Source: an optimization exercise on an open RTL-to-GDS flow (aim: small area and a short achievable clock period). Production flows keep margins and buffers that such runs may drop. Where RTL was checked, it was by simulation tests only, not by an equivalence proof against the original. Power figures rest on the tool's default switching activity, not on a simulated workload.

the reference run:
// ALU
module ALU(
    input clk,
    input reset,
    input [31:0] A,
    input [31:0] B,
    input [3:0] ALU_control,
    output reg [31:0] result,
    output Z,
    output reg N,
    output reg C,
    output reg V
    );
Size in the first run: ~680 cells after synthesis.
clock: 5.5 ns
lec_check: 0
cap_margin: 20
core_margin: 2
core_utilization: 40
gpl_timing_driven: 0
slew_margin: 20
synth_hierarchical: 1
synth_minimum_keep_size: 0
standard.sh (not shown) runs the stock make flow with config.mk's settings and CLKGATE_MAP_FILE= SYNTH_SCRIPT=/design/flow/synth_recipe.tcl, a recipe that flattens the netlist after the stock synthesis.
==> flow/flow/run.sh <==
#!/bin/bash
# The standard ORFS layout, with these changes: before the floorplan repair
# every gate gets its smallest size (flow/pre_fp.tcl), and port buffers use
# the smallest buffer.
set -euo pipefail
bash standard.sh \
  "PRE_FLOORPLAN_TCL=$PWD/flow/pre_fp.tcl" \
  "BUFFER_PORTS_ARGS=-buffer_cell sky130_fd_sc_hd__buf_1" \
  finish > flow_make.log 2>&1
==> flow/flow/pre_fp.tcl <==
# Run before ORFS's floorplan repair: remove the synthesis buffers and give
# every cell the smallest drive strength of its kind; the repair steps that
# follow size up only what timing needs.
remove_buffers
set n 0
foreach inst [get_cells *] {
  set cell [get_property $inst ref_name]
  if {![regexp {^(sky130_fd_sc_hd__[a-z0-9]+)_([0-9]+)$} $cell -> base drive]} { continue }
  if {[string match "*dfr*" $base] || [string match "*df*" $base]} { continue }
  set best $cell
  set best_area [get_property [get_lib_cells */$cell] area]
  foreach lc [get_lib_cells */${base}_*] {
    set name [get_property $lc name]
    if {![regexp "^${base}_\[0-9\]+\$" $name]} { continue }
    if {[get_property $lc dont_use]} { continue }
    set a [get_property $lc area]
    if {$a < $best_area} { set best $name; set best_area $a }
  }
  if {$best ne $cell} {
    replace_cell $inst $best
    incr n
  }
}
puts "pre_fp: downsized $n cells"
Inputs modified between the reference run and the trial run:
diff --git a/flow/config.mk b/flow/config.mk
--- a/flow/config.mk
+++ b/flow/config.mk
@@ -11,0 +12 @@
+export SETUP_SLACK_MARGIN = 2
[summary]
- The more densely filled core belongs to the trial run, not the reference run.
- Of the trial run and the reference run, the run reporting the lower register share of total power was the trial run.
- [compare] base=the reference run new=the trial run: logic gate share of total power +5.3 points; total power density per cell area lost 4.9%.
- The reference run leaves less setup margin than the trial run.
- Final critical-path required period down 1240 ps in the trial run wrt the reference run
- Against the reference run, fill cell instance count of the final layout in the trial run fell by a little under 10%.
- Diff the reference run -> the trial run | total power consumption of the routed design | increase of 12%
- Cell area | the trial run vs the reference run | the trial run larger
- Power spent charging and discharging nets ended up 0.072 mW higher on the trial run than on the reference run.
Function was not checked in any run of this note: the RTL went through the layout flow alone.

* * *

Another version of the RTL of ALU (not shown whole).
Size in the first run: roughly 850 cells after synthesis, roughly 35 flip-flops.
// ALU
module ALU(
    input clk,
    input reset,
    input [31:0] A,
    input [31:0] B,
    input [3:0] ALU_control,
    output reg [31:0] result,
    output reg Z,
    output reg N,
    output reg C,
    output reg V
    );
export LEC_CHECK = 0
export CAP_MARGIN = 20
export CORE_MARGIN = 2
export CORE_UTILIZATION = 40
export GPL_TIMING_DRIVEN = 0
export SLEW_MARGIN = 20
create_clock -name core_clock -period 5.5 [get_ports {clk}]
==> flow/flow/run.sh <==
#!/bin/bash
# The standard ORFS layout, with three changes: port buffers use the
# smallest buffer, and after global routing gates that are not timing
# critical are sized down (ORFS's power recovery).
set -euo pipefail
bash standard.sh \
  "BUFFER_PORTS_ARGS=-buffer_cell sky130_fd_sc_hd__buf_1" \
  RECOVER_POWER=100 \
  finish > flow_make.log 2>&1
The baseline passed the timing, design-rule and antenna checks.
Edit:
==> flow/run.sh (new file) <==
#!/bin/bash
# synth_recipe.tcl (not shown) runs the flow's synth.tcl, then flattens the netlist and writes it again
# the make line also repeats each setting of config.mk as NAME=value (left out here)
make -C /OpenROAD-flow-scripts/flow DESIGN_CONFIG=/design/flow/config.mk WORK_HOME=/design/flow/orfs CLKGATE_MAP_FILE= SYNTH_SCRIPT=/design/flow/synth_recipe.tcl finish
Settings changed: GPL_TIMING_DRIVEN 0 to default.
removed: flow/flow/run.sh
removed: flow/standard.sh
Outcome: The new run finished with timing, DRC and antenna clean. Core utilization goes up by 6.9 points. Power rose by about 12%. Worst setup slack gets better by 120 ps. Die area is unchanged. Cell area rose by 15%. Count of clock-buffer cells in the layout is higher by 1. Non-clock buffer count climbs by 55.

## static timing again, ports no longer ideal
Ports are ideal in the flow. The routed layouts listed here were re-timed in OpenROAD. Step 1, drivers: a clkbuf_16 drives clk and a buf_2 each remaining input, both assumed. Step 2 moves the port delays by t, midway between the first and last clock arrival at a register: inputs arrive t later, outputs are due t later. That takes back most of the time a late clock gives input paths. a / b / c = ideal / step 1 / step 2; a / b = the first two.
| run | t (ns) | slack for setup (ns) | worst hold slack (ns) | worst data-port slew with drivers (ns) |
|---|---|---|---|---|
| the reference run | 0.316 | 0.171 / 0.183 / -0.133 | 0.900 / 0.886 / 1.201 | 0.04 |
| the trial run | 0.316 | 1.411 / 1.400 / 1.084 | 0.903 / 0.885 / 1.201 | 0.07 |
| the first run of note 2 | 0.299 | 0.136 / 0.147 / -0.152 | 1.118 / 1.112 / 1.411 | 0.04 |
| the second run of note 2 | 0.303 | 0.259 / 0.257 / -0.046 | 1.219 / 1.219 / 1.522 | 0.06 |
With both steps, setup timing fails in the reference run, the first run of note 2 and the second run of note 2, where it was met with ideal ports. The setup slack of the trial run, which loses most, moves by -0.011 ns with the drivers and by -0.327 ns with both steps.
